This design comes from an exercise in tuning for small area on the open sky130 flow, not from production work.
Only simulation tests tie the RTL to the original design; equivalence was not proved.
Power figures rest on the tool's default switching activity, not on a simulated workload.

**flow/design.v**
```verilog
module DE0_NANO_G_Sensor(
	clk,
	rst_n,
	spi_clk_out,
	LED,
	DATA_X,
	G_SENSOR_CS_N,
	G_SENSOR_INT,
	I2C_SCLK,
	I2C_SDAT_IN,
	I2C_SDAT_OUT,
	I2C_SDAT_OE
);
input              clk;
input              rst_n;
input              spi_clk_out;
output      [7:0]  LED;
output reg [15:0]  DATA_X;
output             G_SENSOR_CS_N;
input              G_SENSOR_INT;
output             I2C_SCLK;
input              I2C_SDAT_IN;
output             I2C_SDAT_OUT;
output             I2C_SDAT_OE;
localparam [3:0] S_ST = 4'd13, S_LB = 4'd14, S_HB = 4'd15;
reg  [4:0]  k;
reg  [3:0]  st;
reg  [7:0]  s2p;        
reg  [7:0]  low_byte;
reg  [14:0] idle_q;     
wire rd      = st[3] & st[2];
wire en      = ~k[4];
wire go      = en | (k[3:0] == 4'd0);
wire idle    = ~go;
wire spi_end = (k == 5'd0);
wire je      = (k == 5'd31);        
wire is_st   = (st == S_ST);
wire is_lb   = (st == S_LB);
wire is_hb   = (st == S_HB);
wire hb_go   = je & is_lb;
wire lb_go   = je & is_st & s2p[7];
wire guard   = is_st & k[4] & k[3] & k[2];
wire timeout = (idle_q == 15'h5500);
wire st_go   = timeout | (G_SENSOR_INT & ~guard);
wire start   = ~rd | hb_go | lb_go | st_go;
reg [13:0] wdata;
always @(*)
	case (st)
	4'd1   : wdata = {6'h24, 8'h20};  
	4'd2   : wdata = {6'h25, 8'h03};  
	4'd3   : wdata = {6'h26, 8'h01};  
	4'd4   : wdata = {6'h27, 8'h7f};  
	4'd5   : wdata = {6'h28, 8'h09};  
	4'd6   : wdata = {6'h29, 8'h46};  
	4'd7   : wdata = {6'h2c, 8'h09};  
	4'd8   : wdata = {6'h2e, 8'h10};  
	4'd9   : wdata = {6'h2f, 8'h10};  
	4'd10  : wdata = {6'h31, 8'h40};  
	default: wdata = {6'h2d, 8'h08};  
	endcase
wire [15:0] word = rd ? {2'b10, 4'b1100, st[1], st[1] & st[0], 8'h08} : {2'b00, wdata};
assign G_SENSOR_CS_N = ~go;
assign I2C_SCLK      = en ? spi_clk_out : 1'b1;
assign I2C_SDAT_OE   = en & (~rd | k[3]);
assign I2C_SDAT_OUT  = word[k[3:0]];
always @(posedge clk or negedge rst_n)
	if (!rst_n) begin
		k  <= 5'd27;
		st <= 4'd1;
	end else begin
		if (idle & start) k <= 5'd16;
		else if (go | k[2]) k <= k - 5'd1;
		if (idle & start & rd) st <= hb_go ? S_HB : lb_go ? S_LB : S_ST;
		else if (spi_end & ~rd) st <= st + 4'd1;
	end
wire idle_ld0 = ~rd | (spi_end & is_st);
wire idle_ld2 = spi_end & is_hb;
wire idle_ld  = idle_ld0 | idle_ld2;
always @(posedge clk) begin
	s2p <= {s2p[6:0], I2C_SDAT_IN};
	idle_q[0]    <= idle_ld ? idle_ld2 : ~(idle_q[14] ^ idle_q[13]);
	idle_q[14:1] <= ~(idle_q[13:0] | {14{idle_ld}});
	if (je & is_lb) low_byte <= s2p;
end
always @(posedge clk or negedge rst_n)
	if (!rst_n) DATA_X <= 16'd0;
	else if (je & is_hb) DATA_X <= {s2p, low_byte};
reg  [1:0]  int2_d;
reg         act_n;      
reg  [20:0] pre_q;      
reg  [2:0]  phase;      
wire        int_rise = ~int2_d[1] & int2_d[0];
wire        tick     = (pre_q == 21'h0ccd55);    
wire        pre_ld   = int_rise | tick;
always @(posedge clk or negedge rst_n)
	if (!rst_n) begin
		int2_d <= 2'b00;
		act_n  <= 1'b1;
	end else begin
		int2_d <= {int2_d[0], G_SENSOR_INT};
		if (int_rise) act_n <= 1'b0;
		else if (tick & (&phase)) act_n <= 1'b1;
	end
always @(posedge clk) begin
	pre_q[0]    <= ~pre_ld & (pre_q[20] ^ pre_q[18]);
	pre_q[20:1] <= ~(pre_q[19:0] | {20{pre_ld}});
	if (int_rise) phase <= 3'd0;
	else          phase <= phase + {2'd0, tick};
end
wire [4:0] sel = G_SENSOR_INT ? DATA_X[9:5] :
                 (DATA_X[9] ? (DATA_X[8] ? DATA_X[8:4] : 5'h10) : (DATA_X[8] ? 5'h0f : DATA_X[8:4]));
wire       sgn = sel[4];
wire [2:0] mag = sgn ? ~sel[3:1] : sel[3:1];
reg [7:0] tilt;
always @(*)
	case (mag)
	3'd0: tilt = 8'h18;
	3'd1: tilt = sgn ? 8'h08 : 8'h10;
	3'd2: tilt = sgn ? 8'h0c : 8'h30;
	3'd3: tilt = sgn ? 8'h04 : 8'h20;
	3'd4: tilt = sgn ? 8'h06 : 8'h60;
	3'd5: tilt = sgn ? 8'h02 : 8'h40;
	3'd6: tilt = sgn ? 8'h03 : 8'hc0;
	default: tilt = sgn ? 8'h01 : 8'h80;
	endcase
assign LED = act_n ? tilt : (phase[0] ? 8'h00 : 8'hff);
endmodule
```
**flow/flow/run.sh**
```bash
#!/bin/bash
# Standard ORFS layout with: single-strength port buffers, no CTS dummy loads,
# logic cells limited to their smallest drive strengths, and power recovery
# (downsizing of non-critical cells) after global routing.
set -euo pipefail
export BUFFER_PORTS_ARGS="-buffer_cell sky130_fd_sc_hd__buf_1"
export CTS_ARGS="-sink_clustering_enable -repair_clock_nets -dont_use_dummy_load"
export RECOVER_POWER=100
export DONT_USE_CELLS="sky130_fd_sc_hd__a2111o_2 sky130_fd_sc_hd__a2111o_4 sky130_fd_sc_hd__a2111oi_2 sky130_fd_sc_hd__a2111oi_4 sky130_fd_sc_hd__a211o_2 sky130_fd_sc_hd__a211o_4 sky130_fd_sc_hd__a211oi_2 sky130_fd_sc_hd__a211oi_4 sky130_fd_sc_hd__a21bo_2 sky130_fd_sc_hd__a21bo_4 sky130_fd_sc_hd__a21boi_2 sky130_fd_sc_hd__a21boi_4 sky130_fd_sc_hd__a21o_2 sky130_fd_sc_hd__a21o_4 sky130_fd_sc_hd__a21oi_2 sky130_fd_sc_hd__a21oi_4 sky130_fd_sc_hd__a221o_2 sky130_fd_sc_hd__a221o_4 sky130_fd_sc_hd__a221oi_2 sky130_fd_sc_hd__a221oi_4 sky130_fd_sc_hd__a22o_2 sky130_fd_sc_hd__a22o_4 sky130_fd_sc_hd__a22oi_2 sky130_fd_sc_hd__a22oi_4 sky130_fd_sc_hd__a2bb2o_2 sky130_fd_sc_hd__a2bb2o_4 sky130_fd_sc_hd__a2bb2oi_2 sky130_fd_sc_hd__a2bb2oi_4 sky130_fd_sc_hd__a311o_2 sky130_fd_sc_hd__a311o_4 sky130_fd_sc_hd__a311oi_2 sky130_fd_sc_hd__a311oi_4 sky130_fd_sc_hd__a31o_2 sky130_fd_sc_hd__a31o_4 sky130_fd_sc_hd__a31oi_2 sky130_fd_sc_hd__a31oi_4 sky130_fd_sc_hd__a32o_2 sky130_fd_sc_hd__a32o_4 sky130_fd_sc_hd__a32oi_2 sky130_fd_sc_hd__a32oi_4 sky130_fd_sc_hd__a41o_2 sky130_fd_sc_hd__a41o_4 sky130_fd_sc_hd__a41oi_2 sky130_fd_sc_hd__a41oi_4 sky130_fd_sc_hd__and2_2 sky130_fd_sc_hd__and2_4 sky130_fd_sc_hd__and2b_2 sky130_fd_sc_hd__and2b_4 sky130_fd_sc_hd__and3_2 sky130_fd_sc_hd__and3_4 sky130_fd_sc_hd__and3b_2 sky130_fd_sc_hd__and3b_4 sky130_fd_sc_hd__and4_2 sky130_fd_sc_hd__and4_4 sky130_fd_sc_hd__and4b_2 sky130_fd_sc_hd__and4b_4 sky130_fd_sc_hd__and4bb_2 sky130_fd_sc_hd__and4bb_4 sky130_fd_sc_hd__fa_2 sky130_fd_sc_hd__fa_4 sky130_fd_sc_hd__ha_2 sky130_fd_sc_hd__ha_4 sky130_fd_sc_hd__maj3_2 sky130_fd_sc_hd__maj3_4 sky130_fd_sc_hd__mux2_2 sky130_fd_sc_hd__mux2_4 sky130_fd_sc_hd__mux2_8 sky130_fd_sc_hd__mux2i_2 sky130_fd_sc_hd__mux2i_4 sky130_fd_sc_hd__mux4_2 sky130_fd_sc_hd__mux4_4 sky130_fd_sc_hd__nand2_2 sky130_fd_sc_hd__nand2_4 sky130_fd_sc_hd__nand2_8 sky130_fd_sc_hd__nand2b_2 sky130_fd_sc_hd__nand2b_4 sky130_fd_sc_hd__nand3_2 sky130_fd_sc_hd__nand3_4 sky130_fd_sc_hd__nand3b_2 sky130_fd_sc_hd__nand3b_4 sky130_fd_sc_hd__nand4_2 sky130_fd_sc_hd__nand4_4 sky130_fd_sc_hd__nand4b_2 sky130_fd_sc_hd__nand4b_4 sky130_fd_sc_hd__nand4bb_2 sky130_fd_sc_hd__nand4bb_4 sky130_fd_sc_hd__nor2_2 sky130_fd_sc_hd__nor2_4 sky130_fd_sc_hd__nor2_8 sky130_fd_sc_hd__nor2b_2 sky130_fd_sc_hd__nor2b_4 sky130_fd_sc_hd__nor3_2 sky130_fd_sc_hd__nor3_4 sky130_fd_sc_hd__nor3b_2 sky130_fd_sc_hd__nor3b_4 sky130_fd_sc_hd__nor4_2 sky130_fd_sc_hd__nor4_4 sky130_fd_sc_hd__nor4b_2 sky130_fd_sc_hd__nor4b_4 sky130_fd_sc_hd__nor4bb_2 sky130_fd_sc_hd__nor4bb_4 sky130_fd_sc_hd__o2111a_2 sky130_fd_sc_hd__o2111a_4 sky130_fd_sc_hd__o2111ai_2 sky130_fd_sc_hd__o2111ai_4 sky130_fd_sc_hd__o211a_2 sky130_fd_sc_hd__o211a_4 sky130_fd_sc_hd__o211ai_2 sky130_fd_sc_hd__o211ai_4 sky130_fd_sc_hd__o21a_2 sky130_fd_sc_hd__o21a_4 sky130_fd_sc_hd__o21ai_2 sky130_fd_sc_hd__o21ai_4 sky130_fd_sc_hd__o21ba_2 sky130_fd_sc_hd__o21ba_4 sky130_fd_sc_hd__o21bai_2 sky130_fd_sc_hd__o21bai_4 sky130_fd_sc_hd__o221a_2 sky130_fd_sc_hd__o221a_4 sky130_fd_sc_hd__o221ai_2 sky130_fd_sc_hd__o221ai_4 sky130_fd_sc_hd__o22a_2 sky130_fd_sc_hd__o22a_4 sky130_fd_sc_hd__o22ai_2 sky130_fd_sc_hd__o22ai_4 sky130_fd_sc_hd__o2bb2a_2 sky130_fd_sc_hd__o2bb2a_4 sky130_fd_sc_hd__o2bb2ai_2 sky130_fd_sc_hd__o2bb2ai_4 sky130_fd_sc_hd__o311a_2 sky130_fd_sc_hd__o311a_4 sky130_fd_sc_hd__o311ai_2 sky130_fd_sc_hd__o311ai_4 sky130_fd_sc_hd__o31a_2 sky130_fd_sc_hd__o31a_4 sky130_fd_sc_hd__o31ai_2 sky130_fd_sc_hd__o31ai_4 sky130_fd_sc_hd__o32a_2 sky130_fd_sc_hd__o32a_4 sky130_fd_sc_hd__o32ai_2 sky130_fd_sc_hd__o32ai_4 sky130_fd_sc_hd__o41a_2 sky130_fd_sc_hd__o41a_4 sky130_fd_sc_hd__o41ai_2 sky130_fd_sc_hd__o41ai_4 sky130_fd_sc_hd__or2_2 sky130_fd_sc_hd__or2_4 sky130_fd_sc_hd__or2b_2 sky130_fd_sc_hd__or2b_4 sky130_fd_sc_hd__or3_2 sky130_fd_sc_hd__or3_4 sky130_fd_sc_hd__or3b_2 sky130_fd_sc_hd__or3b_4 sky130_fd_sc_hd__or4_2 sky130_fd_sc_hd__or4_4 sky130_fd_sc_hd__or4b_2 sky130_fd_sc_hd__or4b_4 sky130_fd_sc_hd__or4bb_2 sky130_fd_sc_hd__or4bb_4 sky130_fd_sc_hd__xnor2_2 sky130_fd_sc_hd__xnor2_4 sky130_fd_sc_hd__xnor3_2 sky130_fd_sc_hd__xnor3_4 sky130_fd_sc_hd__xor2_2 sky130_fd_sc_hd__xor2_4 sky130_fd_sc_hd__xor3_2 sky130_fd_sc_hd__xor3_4 "
bash standard.sh > standard.log 2>&1
```
**flow/standard.sh**
```bash
#!/bin/bash
# synth_recipe.tcl (not shown) runs the flow's synth.tcl, then flattens the netlist and writes it again
# the make line also repeats each setting of config.mk as NAME=value (left out here)
make -C /OpenROAD-flow-scripts/flow DESIGN_CONFIG=/design/flow/config.mk WORK_HOME=/design/flow/orfs CLKGATE_MAP_FILE= SYNTH_SCRIPT=/design/flow/synth_recipe.tcl "${@:-finish}"
```
**flow/config.mk**
```make
export PLATFORM = sky130hd
export DESIGN_NAME = DE0_NANO_G_Sensor
export DESIGN_NICKNAME = DE0_NANO_G_Sensor
export VERILOG_FILES = /design/flow/design.v
export SDC_FILE = /design/flow/constraint.sdc
export NUM_CORES = 4
export LEC_CHECK = 0
export CAP_MARGIN = 20
export CORE_MARGIN = 2
export CORE_UTILIZATION = 40
export SLEW_MARGIN = 20
```
**flow/constraint.sdc**
```tcl
create_clock -name core_clock -period 10.0 [get_ports {clk}]
set_input_delay 2.0000 -clock core_clock [delete_from_list [all_inputs] [get_ports {clk}]]
set_output_delay 2.0000 -clock core_clock [all_outputs]
set_load 0.01 [all_outputs]
```
==> qor.yml <==
status: "failed layout checks"
check.faults: "max-capacitance violations, max-slew violations"
dp_hpwl_mm: 4.35
hold_end: "s2p[6]"
portBuffers: 32
synth_top_area_share_pct: 26.1
crit_chain: "clkbuf_1, inv_1, a21oi_1, o211ai_1, o21a_1, o21ai_0, buf_1"
fin_util_pct: 42.8
design_area_um2: 3730
ys.flop_type: "dfxtp_1"
via_per_inst: 5.15
wl_mm: 6.24
fin_worst_skew_ns: 0.0292
regToRegSetupSlack_ns: 6.98
worst_slew_pin_slew_ns: 1.59
r2r_start: "k[0]"
power_frac_clock_pct: 32.4
yosysWarnings: 1
start_util_pct: 41.3
die_w_um: 98.8
required_ns: 8.00
crit_arrival_ns: 3.30
synth.avg_cell_area_um2: 11.0
reg2reg_to: "idle_q[6]"
grt_pass1_wl_mm: 11.2
post_cts_buffers: 0
peakVddDrop_mv: 0.106
criticalPathCategory: "in -> out"
root_buffer: "clkbuf_8"
pin_count: 33
power_frac_seq_pct: 65.2
drt_first_pass_iters: 5
rr_worst_depth: 6
hold_violations: 0
leakage_nw: 1.59
cp-end-kind: "primary output"
slew_viol_final: 29
drive_gt1_share_pct: 8.81
drc: 0
synth_area_um2: 3600
swShare_pct: 20.6
place.gp.congestion: 0.873
antenna_found_initial: 0
num_vias: 2367
synthTopCellsByCount: "nor2_1 (50), dfxtp_1 (47), dfrtp_1 (22), a21oi_1 (15), nand2_1 (15)"
synth_area_leaders: "dfxtp_1 (26%), dfrtp_1 (15%), edfxtp_1 (6.7%), nor2_1 (5.2%), dfstp_2 (4.4%)"
floorplan.die.height_um: 98.8
grt_max_degree: 29
ctsHoldBuffers: 0
hold_depth: 0
hp-class: "reg -> reg"
rsz0062_at_grt: "no"
coreArea_um2: 8720
ys_seq_area_share_pct: 52.5
std_cell_rows: 34
num-fill-cells: 838
synth_seq_cells: 83
finalCriticalPeriod_ns: 5.30
max_stage_delay_ns: 0.32
grt_pass1_vias: 2354
yosys.area.top_type: "dfxtp_1"
syn_nets: 343
synth-async-reset-ratio_pct: 33.7
crit_fanout: 9
combPwrFrac_pct: 2.5
post_cts_resize_count: 0
setup_viol: 0
p_sw_w: 0.000113
grt_usage_pct: 14.2
hold_start: "s2p[5]"
critical_path.slowest_cell: "a21oi_1"
cts_tree: "done"
antenna_cells: 0
cts_buffers: 9
synthDistinctLibCells: 73
areaGrowthSynthToFinish_pct: 3.65
routedWlPerCell_um: 13.6
syn_inst: 327
internal_power_w: 0.000438
grt_remaining_overflow: 0
htreeDepth: 3
yosysMostFrequentCell: "nor2_1"
tns_ns: 0
die-area_um2: 9770
ant_nets: 0
cts_sinks: 83
clk_latency_ns: 0.35
synth_edf_count: 8
critPathLaunchType: "input port"
clkTransAtPathRegs_ns: 0.06
nets: 370
cap_violations: 2
maxSlewHeadroom_pct: -5.97
clk_path_buf_depth: 2
max_freq_ghz: 0.189
p_total_w: 0.000551
place_area_um2: 3720
power.density_nw_per_um2: 148
drtIter0Drc: 193
layout_worst_path_cycle_share_pct: 53.0
-- metal layers --
metal  global-route usage, %  vias to the layer above  routed length [µm]
met4                    6.53                        0                  74
met2                    20.9                       46                2710
met3                    2.84                        9                 252
li1                        -                     1186                   -
met5                       0                        -                   0
met1                    20.0                     1126                3210
-- state kept, by name, indices dropped and copies added (netlist names) --
signal,cells
s2p,8
phase,3
pre_q,21
low_byte,8
act_n,1
DATA_X,16
st,4
k,5
idle_q,15
int2_d,2
-- critical path, delay by kind of cell --
| family | cells | cell delay [ns] |
|---|---|---|
| compound gates | 4 | 0.77 |
| buf+inv | 3 | 0.53 |
-- layout make-up --
type | instances | area [µm²] | area share, %
Sequential cell | 83 | 1890 | 50.7
Multi-Input combinational cell | 215 | 1410 | 37.9
Tap cell | 108 | 135 | 3.62
Clock buffer | 9 | 124 | 3.32
Timing Repair Buffer | 32 | 120 | 3.22
Inverter | 13 | 48.8 | 1.31
-- cell families (layout without fill, tap and decap cells) --
logic type                 Yosys count  count (layout)  synth area share [%]
xor gates and xnor gates             7               7                  1.70
AOI/OAI and AO/OA                   57              57                  10.7
and+or+nand+nor                    119             119                  18.6
DFF                                 83              83                  52.5
buffers and inverters               29              54                  5.18
muxes                               19              19                  6.88
adders and majority gates           13              13                  4.42
-- cells in the final DEF (no fill, tap or decap), types with 4 or more instances in the layout --
cell / netlist / routed
inv_1: 12 / 12
dfstp_2: 6 / 4
xnor2_1: 4 / 4
nand2_1: 15 / 19
clkbuf_8: 0 / 9
o21ai_0: 10 / 14
a21oi_1: 15 / 15
dfxtp_1: 47 / 47
nor2_1: 50 / 50
edfxtp_1: 8 / 8
nand3_1: 6 / 6
buf_1: 0 / 30
nand2b_1: 5 / 5
nor3_1: 3 / 4
mux2_1: 0 / 10
dfrtp_1: 22 / 22
ha_1: 11 / 11
nor2b_1: 4 / 4
mux2_2: 6 / 6
-- worst max-delay path by stage --
stage,from,endpoint,slack (ns),cells after the start
6_report,G_SENSOR_INT,LED[2],4.70,7
5_1_grt,G_SENSOR_INT,LED[2],4.48,7
4_1_cts,G_SENSOR_INT,LED[2],4.69,7
3_5_place_dp,G_SENSOR_INT,LED[2],4.71,7
3_3_place_gp,G_SENSOR_INT,LED[2],4.78,7
2_1_floorplan,G_SENSOR_INT,LED[3],5.24,5
-- power by group through the flow --
stage	registers (W)	logic [W]	clock network (W)
2_1_floorplan	0.000364	0.0000106	0
3_3_place_gp	0.000366	0.0000144	0
3_5_place_dp	0.000366	0.0000149	0
4_1_cts	0.000359	0.0000149	0.000185
5_1_grt	0.000361	0.0000161	0.000198
6_report	0.000359	0.0000135	0.000178
-- metrics by stage --
step / cells / hold slack, ns / worst slack (ns)
global placement: 451 / 0.359 / 4.78
detailed placement: 451 / 0.357 / 4.71
floorplan: 327 / 0.347 / 5.24
CTS: 460 / 0.370 / 4.69
finish: 460 / 0.366 / 4.70
global route: 460 / 0.381 / 4.48

-- static timing again, ports no longer ideal --
No port has a modelled driver above. Below, the same layout with a new extraction and two added sets of constraints.
Step 1: set_driving_cell puts a clkbuf_16 on clk and a buf_2 on each other input, an assumption about the parent block.
Step 2 adds t to the input delays and takes it off the output delays; t is the mean of the earliest and latest rising clock arrival at the registers after step 1. Input paths then give back, and output paths get back, about the clock's delay inside the block.
Three values: ideal, step 1, step 2; two values: the first two.
t (ns): 0.359
slack for setup (ns): 4.701 / 4.673 / 4.673
hold WS [ns]: 0.366 / 0.366 / 0.366
pins driven straight from the clock port: 1
The setup slack of this run moves by -0.028 ns with the drivers and by -0.028 ns with both steps.
